This is an optimization exercise on Yosys and OpenROAD, whose aim is small area and a short achievable clock period, not a production implementation.
The RTL of this run was laid out without a check of its function.
Power is estimated from default activity; no workload was simulated.

<file path="design.v">
module mul9 (
    input  [ 8:0] a,
    input  [ 8:0] b,
    output [17:0] p
);
assign p = $signed(a) * $signed(b);
endmodule
module macu #(parameter DW = 8,
                        OW=19                   
)(
    input [DW-1:0]          xi          , 
    input [DW-1:0]          wi          ,
    input                   w_en        ,
    input [OW-1:0]          ci          , 
    output reg [OW-1 :0]    co          ,
    input clk,
    input rst_n
);
localparam SE =OW-16 ;
reg [DW-1 : 0] s_x;
reg  [DW-1 : 0] s_w;
wire [ 8 : 0] x,w;
wire [17 : 0] p;
wire [OW-1 : 0] p_e;
reg [OW-1   : 0] s_p;
reg [OW-1   : 0] s_c;
wire [  OW : 0] co_w;
always @(posedge clk or negedge rst_n) begin
    if(!rst_n)
        s_w <= 0;
    else if(w_en)
        s_w <= wi;
    else
        s_w <= s_w;
end
always @(posedge clk or negedge rst_n) begin
    if(!rst_n)
        s_x <= 0;
    else
        s_x <= xi;
end
assign x={s_x[7],s_x};
assign w={s_w[7],s_w};
mul9 i_mul (
.a ( x ),
.b ( w ),
.p ( p )
);
assign p_e = {{SE{p[15]}},p[15:0]};
always @(posedge clk or negedge rst_n) begin
    if(!rst_n) begin
        s_p <= 0;
    end
    else begin
        s_p <= p_e;
    end    
end
assign co_w= s_p+ci;
always @(posedge clk or negedge rst_n) begin
    if(!rst_n)
        co <= 0;
    else
        co <= co_w;
end
endmodule
module mac_row #(parameter DW=8,OW=19,COLUMN=7
) (
    input  [      DW-1 : 0]     xi,
    input  [  COLUMN*DW-1 : 0]  wi,
    input  [  COLUMN*OW-1 : 0]  ci,
    input                     w_en,
    output [ COLUMN*OW-1 : 0] co,
    input clk,
    input rst_n
);
genvar i;
generate
    for (i=0;i<COLUMN;i=i+1) begin: mac_row_gen
        macu #(.DW(DW),.OW(OW)) i_macu(
            .xi(xi),
            .wi(wi[i*DW +: DW]),
            .w_en(w_en),
            .ci(ci[i*OW +: OW]),
            .co(co[i*(OW) +: OW]),
            .clk(clk),
            .rst_n(rst_n)
        );
    end
endgenerate
endmodule
module mac #(parameter DW=8,CW=19,ROW=7,COLUMN=7,OW=26
) (
    input [ROW*DW-1     : 0]        mac_m_data  ,
    input [COLUMN*DW-1  : 0]        w           ,
    input [ROW-1        : 0]        w_en        ,
    input [COLUMN*CW-1  : 0]        ci          ,
    output [COLUMN*OW-1 : 0]        mac_s_data  ,     
    input clk,
    input rst_n
);
localparam EW = OW-CW;
wire [COLUMN*(CW)-1 : 0] co0;
wire [COLUMN*(CW)-1 : 0] co1;
wire [COLUMN*(CW)-1 : 0] co2;
wire [COLUMN*(CW)-1 : 0] co3;
wire [COLUMN*(CW)-1 : 0] co4;
wire [COLUMN*(CW)-1 : 0] co5;
wire [COLUMN*(CW)-1 : 0] co6;
mac_row #(.DW(DW),.OW(CW),.COLUMN(COLUMN)) i_mac_row0(
    .xi(mac_m_data[0*DW +: DW]),
    .wi(w),
    .ci(ci),
    .w_en(w_en[0]),
    .co(co0),
    .clk(clk),
    .rst_n(rst_n)
);
mac_row #(.DW(DW),.OW(CW),.COLUMN(COLUMN)) i_mac_row1(
    .xi(mac_m_data[1*DW +: DW]),
    .wi(w),
    .ci(co0),
    .w_en(w_en[1]),
    .co(co1),
    .clk(clk),
    .rst_n(rst_n)
);
mac_row #(.DW(DW),.OW(CW),.COLUMN(COLUMN)) i_mac_row2(
    .xi(mac_m_data[2*DW +: DW]),
    .wi(w),
    .ci(co1),
    .w_en(w_en[2]),
    .co(co2),
    .clk(clk),
    .rst_n(rst_n)
);
mac_row #(.DW(DW),.OW(CW),.COLUMN(COLUMN)) i_mac_row3(
    .xi(mac_m_data[3*DW +: DW]),
    .wi(w),
    .ci(co2),
    .w_en(w_en[3]),
    .co(co3),
    .clk(clk),
    .rst_n(rst_n)
);
mac_row #(.DW(DW),.OW(CW),.COLUMN(COLUMN)) i_mac_row4(
    .xi(mac_m_data[4*DW +: DW]),
    .wi(w),
    .ci(co3),
    .w_en(w_en[4]),
    .co(co4),
    .clk(clk),
    .rst_n(rst_n)
);
mac_row #(.DW(DW),.OW(CW),.COLUMN(COLUMN)) i_mac_row5(
    .xi(mac_m_data[5*DW +: DW]),
    .wi(w),
    .ci(co4),
    .w_en(w_en[5]),
    .co(co5),
    .clk(clk),
    .rst_n(rst_n)
);
mac_row #(.DW(DW),.OW(CW),.COLUMN(COLUMN)) i_mac_row6(
    .xi(mac_m_data[6*DW +: DW]),
    .wi(w),
    .ci(co5),
    .w_en(w_en[6]),
    .co(co6),
    .clk(clk),
    .rst_n(rst_n)
);
genvar i;
generate
    for (i = 0;i<COLUMN ;i=i+1 ) begin
        assign mac_s_data[i*OW +: OW] = {{EW{co6[(i+1)*CW-1]}},co6[i*CW +: CW]};
    end
endgenerate
endmodule
</file>
<file path="run.sh">
#!/bin/bash
# synth_recipe.tcl (not shown) runs the flow's synth.tcl, then flattens the netlist and writes it again
# the make line also repeats each setting of config.mk as NAME=value (left out here)
make -C /OpenROAD-flow-scripts/flow DESIGN_CONFIG=/design/flow/config.mk WORK_HOME=/design/flow/orfs CLKGATE_MAP_FILE= SYNTH_SCRIPT=/design/flow/synth_recipe.tcl finish
</file>
<file path="config.mk">
export PLATFORM = sky130hd
export DESIGN_NAME = mac
export DESIGN_NICKNAME = mac
export VERILOG_FILES = /design/flow/design.v
export SDC_FILE = /design/flow/constraint.sdc
export NUM_CORES = 4
export LEC_CHECK = 0
export CAP_MARGIN = 20
export CORE_MARGIN = 2
export CORE_UTILIZATION = 45
export PLACE_DENSITY = 0.6
export SLEW_MARGIN = 20
</file>
<file path="constraint.sdc">
create_clock -name core_clock -period 5.5 [get_ports {clk}]
set_input_delay 1.1000 -clock core_clock [delete_from_list [all_inputs] [get_ports {clk}]]
set_output_delay 1.1000 -clock core_clock [all_outputs]
set_load 0.01 [all_outputs]
</file>
==> notes.md <==
# TYPE chip_impl_metric gauge
chip_impl_metric{name="worstPathRequired",unit="ns"} 6.31
chip_impl_metric{name="post_route_cells_drive_above_1_share",unit="%"} 5.97
chip_impl_metric{name="total_power",unit="mW"} 165
chip_impl_metric{name="grt_max_degree",unit=""} 149
chip_impl_metric{name="post-route-drc-count",unit=""} 0
chip_impl_metric{name="syn-num-nets",unit=""} 27500
chip_impl_metric{name="clkLatencyLatePin",unit="ns"} 0.96
chip_impl_metric{name="post_drt_wl_per_cell",unit="um"} 18.5
chip_impl_metric{name="relSlewSlack",unit="%"} 13.7
chip_impl_info{name="topRoutingLayerUsed",value="met5"} 1
chip_impl_metric{name="globalRoute.totalOverflow",unit=""} 0
chip_impl_metric{name="floorplan.initialDensity",unit="%"} 45.1
chip_impl_metric{name="num_io_pins",unit=""} 436
chip_impl_metric{name="post_cts.resized_instances",unit=""} 0
chip_impl_info{name="largest_family_of_logic_cells_by_synthesized_area",value="adder cells"} 1
chip_impl_metric{name="synth_simple_gate_area_share",unit="%"} 13.5
chip_impl_metric{name="met1Wirelength",unit="mm"} 258
chip_impl_info{name="root_buffer",value="clkbuf_16"} 1
chip_impl_metric{name="synthesis.yosys.warnings",unit=""} 1
chip_impl_metric{name="synthAdderAreaFrac",unit="%"} 37.9
chip_impl_metric{name="post_drt_via_cell_ratio",unit=""} 5.10
chip_impl_info{name="category_of_the_most_critical_setup_path",value="flop to flop"} 1
chip_impl_metric{name="timing.clock.skew",unit="ns"} 0.0451
chip_impl_metric{name="setup_repair_bufs_after_cts",unit=""} 0
chip_impl_info{name="reg2reg_to",value="i_mac_row5.mac_row_gen[1].i_macu.s_p[15]"} 1
chip_impl_metric{name="timing.critical_path.slowest_cell_delay",unit="ns"} 0.62
chip_impl_metric{name="htreeDepth",unit=""} 5
chip_impl_metric{name="maxSlewViolCount",unit=""} 0
chip_impl_metric{name="post_synthesis_compound_gate_area_fraction",unit="%"} 7.66
chip_impl_metric{name="cts_made_buffers",unit=""} 277
chip_impl_info{name="worst_setup_path_end_kind",value="flop"} 1
chip_impl_metric{name="clkSinkCount",unit=""} 2163
chip_impl_metric{name="muxShareOfSynthArea",unit="%"} 2.37
chip_impl_metric{name="tightest_slew",unit="ns"} 1.29
chip_impl_metric{name="drtPass1Iterations",unit=""} 7
chip_impl_metric{name="dr_total_vias",unit=""} 150000
chip_impl_metric{name="filler_cell_count",unit=""} 45000
chip_impl_metric{name="postSynthRegisterBits",unit=""} 2163
chip_impl_metric{name="layout_worst_path_cycle_share",unit="%"} 93.1
chip_impl_info{name="r2r_start",value="i_mac_row5.mac_row_gen[4].i_macu.s_x[4]"} 1
chip_impl_metric{name="die-area",unit="sq um"} 497000
chip_impl_metric{name="timing.reg2reg.setup_slack",unit="ns"} 0.38
chip_impl_metric{name="core",unit="sq um"} 490000
chip_impl_info{name="tritoncts_clock_tree",value="built"} 1
chip_impl_metric{name="grt_first_pass_wirelength",unit="mm"} 872
chip_impl_metric{name="std_cell_rows",unit=""} 257
chip_impl_metric{name="p_leak",unit="nW"} 117
chip_impl_metric{name="clk_transition_reported_paths",unit="ns"} 0.06
chip_impl_metric{name="asyncSetResetFlopFracSynth",unit="%"} 100
chip_impl_info{name="cells_along_the_critical_path",value="buf_4 -> and2_1 -> fa_1 -> inv_1 -> fa_1 -> inv_1 -> fa_1 -> inv_1 -> fa_1 -> inv_1 -> ha_1 -> nand2_1 -> a2bb2oi_1 -> a21oi_1 -> and4_1 -> a2111oi_0 -> a21oi_1 -> xnor2_1"} 1
chip_impl_metric{name="grt_pass1_vias",unit=""} 155000
chip_impl_info{name="worstSetupStartpointType",value="flop"} 1
chip_impl_metric{name="vertical_extent_of_the_die",unit="um"} 705
chip_impl_info{name="rsz0062_at_grt",value="no"} 1
chip_impl_info{name="dominantRegCellSynth",value="dfrtp_1"} 1
chip_impl_info{name="layout.cells.most_common",value="inv_1"} 1
chip_impl_metric{name="hpwl",unit="mm"} 442
chip_impl_info{name="commonest_cells_after_routing_fill_and_taps_aside",value="inv_1 (4,274), fa_1 (2,744), ha_1 (2,303), dfrtp_1 (2,107), and2_1 (2,097)"} 1
chip_impl_metric{name="power_density",unit="nW/um^2"} 678
chip_impl_metric{name="max-vdd-ir-drop",unit="uV"} 487
chip_impl_metric{name="timing.setup.tns",unit="ns"} 0
chip_impl_metric{name="grtUsageTotal",unit="%"} 22.3
chip_impl_info{name="run_status",value="no timing/DRC/antenna violations"} 1
chip_impl_metric{name="ys_types",unit=""} 78
chip_impl_metric{name="synth_instances",unit=""} 22200
chip_impl_metric{name="maxCapViolations",unit=""} 0
chip_impl_metric{name="finalNetCount",unit=""} 28000
chip_impl_metric{name="critical_path_arrival",unit="ns"} 5.93
chip_impl_metric{name="hold_viol",unit=""} 0
chip_impl_metric{name="period_minus_ws_final",unit="ns"} 5.12
chip_impl_metric{name="grt_antenna_before_repair",unit=""} 76
chip_impl_metric{name="synth-seq-area-share",unit="%"} 24.5
chip_impl_metric{name="whs",unit="ns"} 0.194
chip_impl_metric{name="portBuffers",unit=""} 435
chip_impl_metric{name="detail-route-antenna-nets",unit=""} 0
chip_impl_metric{name="cts_buffer_depth",unit=""} 4
chip_impl_metric{name="max_clock_freq",unit="GHz"} 0.195
chip_impl_metric{name="mappedNetlistArea",unit="sq um"} 221000
chip_impl_metric{name="met3RoutedLength",unit="mm"} 33.5
chip_impl_info{name="slowest_stage",value="a2111oi_0"} 1
chip_impl_metric{name="finalWirelength",unit="mm"} 543
chip_impl_metric{name="wl_met2",unit="mm"} 238
chip_impl_metric{name="worstPathMaxFanout",unit=""} 16
chip_impl_metric{name="floorplan.die.width",unit="um"} 705
chip_impl_metric{name="hold_buffers",unit=""} 0
chip_impl_metric{name="synth_edf_count",unit=""} 0
chip_impl_metric{name="synth_xor_area_share",unit="%"} 5.96
chip_impl_info{name="cp-startpoint",value="i_mac_row5.mac_row_gen[4].i_macu.s_x[4]"} 1
chip_impl_metric{name="synthToLayoutAreaGrowth",unit="%"} 10.3
chip_impl_metric{name="detailedRoute.firstIterationViolations",unit=""} 8942
chip_impl_info{name="endpoint",value="i_mac_row5.mac_row_gen[1].i_macu.s_p[15]"} 1
chip_impl_metric{name="mean_cell_area_of_the_mapped_netlist",unit="sq um"} 9.97
chip_impl_metric{name="final_setup_violating_endpoints",unit=""} 0
chip_impl_metric{name="rr_worst_depth",unit=""} 18
chip_impl_metric{name="finalWeightedCongestion",unit=""} 0.881
chip_impl_info{name="hold_path.class",value="primary input to asynchronous set/reset pin"} 1
==> worst max-delay path: cells and delay by family, from the launching register on <==
kind	cells	cell delay, ns
AO/OA/AOI/OAI	4	1.17
XOR/XNOR	1	0.17
adder cells (fa/ha/maj)	5	2.29
buffers and inverters	5	0.42
flip-flops	1	0.45
AND/OR/NAND/NOR	3	0.48
==> metal layers <==
layer	GRT usage (%)	up-vias
li1	-	70900
met1	33.2	75300
met2	34.3	3073
met3	3.33	577
met4	4.95	6
met5	0	-
==> final cells by class <==
cell class | instances | area (sq um) | area share (%)
diodes | 29 | 72.6 | 0.0298
clock buffers | 357 | 7910 | 3.24
clock inverters | 149 | 1900 | 0.780
inverters | 4276 | 16100 | 6.58
multi-input cells | 15300 | 149000 | 61.1
flip-flops and latches | 2163 | 54200 | 22.2
well taps | 6475 | 8100 | 3.32
repair buffers | 691 | 6710 | 2.75
==> worst min path at each step <==
stage                                                        from                                 endpoint  slack [ns]  cells past startpoint
after floorplan           i_mac_row0.mac_row_gen[0].i_macu.s_p[0]   i_mac_row0.mac_row_gen[0].i_macu.co[0]        0.44                      1
after global placement    i_mac_row2.mac_row_gen[1].i_macu.s_p[0]   i_mac_row2.mac_row_gen[1].i_macu.co[0]        0.45                      1
after detailed placement  i_mac_row2.mac_row_gen[4].i_macu.s_p[0]   i_mac_row2.mac_row_gen[4].i_macu.co[0]        0.46                      1
after CTS                                                   rst_n   i_mac_row3.mac_row_gen[5].i_macu.co[2]        0.13                      1
after global routing                                        rst_n  i_mac_row3.mac_row_gen[1].i_macu.co[16]        0.17                      1
final                                                       rst_n   i_mac_row3.mac_row_gen[5].i_macu.co[2]        0.19                      1
==> cell usage after synthesis, types with 15 or more instances <==
cell type  count  share of area [%]
nor3_1       246               0.56
nand2_1     1133                1.9
a21boi_0      82               0.28
clkbuf_1     396               0.67
a221oi_1      48               0.19
ha_1        2303                 13
or4_1         33               0.11
buf_1         19              0.032
o21ai_0      413               0.93
nor2_1       792                1.3
and3_1       134               0.38
or3_1         43               0.12
o211ai_1      79               0.27
nor2b_1      531                1.5
inv_1       4274                7.3
o2111ai_1     33               0.13
nand2b_1     152               0.43
a21oi_1      931                2.1
o31a_1        61               0.24
nand3_1      226               0.51
fa_1        2744                 25
nor4_1        46               0.13
o21bai_1     143               0.49
o21ba_2       22               0.10
mux2_2       439                2.2
dfrtp_1     2163                 24
or2_2         60               0.17
and2_1      2097                5.9
mux2i_1       29               0.13
o31ai_1       48               0.16
a41oi_1       15              0.059
buf_4         49               0.17
xnor2_1     1253                5.0
a211oi_1     128               0.43
nand4_1       56               0.16
o21a_1       208               0.71
a311oi_1      27               0.11
xor2_1       251               0.99
a31oi_1       57               0.16
a21o_1       202               0.69
==> logic make-up after synthesis <==
| group | Yosys count |
|---|---|
| simple gates | 5610 |
| fa+ha+maj | 5047 |
| buf+inv | 4741 |
| compound gates | 2633 |
| flops | 2163 |
| xor+xnor | 1504 |
| mux | 468 |
==> registers in the layout, indices dropped and copies added, names as in the netlist, 56 cells and up <==
register,flops
i_mac_row0.mac_row_gen.i_macu.co,133
i_mac_row0.mac_row_gen.i_macu.s_p,112
i_mac_row0.mac_row_gen.i_macu.s_w,56
i_mac_row1.mac_row_gen.i_macu.co,133
i_mac_row1.mac_row_gen.i_macu.s_p,112
i_mac_row1.mac_row_gen.i_macu.s_w,56
i_mac_row2.mac_row_gen.i_macu.co,133
i_mac_row2.mac_row_gen.i_macu.s_p,112
i_mac_row2.mac_row_gen.i_macu.s_w,56
i_mac_row3.mac_row_gen.i_macu.co,133
i_mac_row3.mac_row_gen.i_macu.s_p,112
i_mac_row3.mac_row_gen.i_macu.s_w,56
i_mac_row4.mac_row_gen.i_macu.co,133
i_mac_row4.mac_row_gen.i_macu.s_p,112
i_mac_row4.mac_row_gen.i_macu.s_w,56
i_mac_row5.mac_row_gen.i_macu.co,133
i_mac_row5.mac_row_gen.i_macu.s_p,112
i_mac_row5.mac_row_gen.i_macu.s_w,56
i_mac_row6.mac_row_gen.i_macu.co,133
i_mac_row6.mac_row_gen.i_macu.s_p,112
i_mac_row6.mac_row_gen.i_macu.s_w,56
==> report_power, final <==
group	internal [mW]	switching [mW]	leakage, nW
Combinational	51.6	64.5	87.4
Clock	11.9	7.64	4.78
Sequential	24.5	5.17	25.2
Total	87.9	77.3	117
==> per-stage QoR <==
stage          util, %  setup WS (ns)  cells  area (sq um)
2_1_floorplan        -          0.425  22200        221000
3_3_place_gp      47.8          0.387  28900        234000
3_5_place_dp      47.8          0.408  28900        234000
4_1_cts           49.8          0.374  29400        244000
5_1_grt           49.8         0.0876  29400        244000
6_report          49.8          0.379  29400        244000

-- static timing again, ports no longer ideal --
The results above use ideal ports. As a check the final layout listed here was re-extracted and re-timed, cells and wires unchanged.
Step 1 (the two cells are an assumption about what drives the block):
set clk [get_ports {clk}]
set_driving_cell -lib_cell sky130_fd_sc_hd__clkbuf_16 $clk
set_driving_cell -lib_cell sky130_fd_sc_hd__buf_2 [delete_from_list [all_inputs] $clk]
Step 2, shift: input delay + t, output delay - t, t = (earliest + latest rising clock arrival at the registers) / 2. This alone moves slack from input paths to output paths.
Slacks: ideal ports / drivers / drivers and shift; pairs: ideal ports / drivers.
t, ns: 1.063
setup slack, ns: 0.379 / 0.379 / 0.379
hold slack, ns: 0.194 / 0.157 / 0.465
slew at the worst register clock pin (ns): 0.07 / 0.07
After both steps setup and hold are still met in this run. The setup slack of this run moves by 0.000 ns with the drivers and by 0.000 ns with both steps.
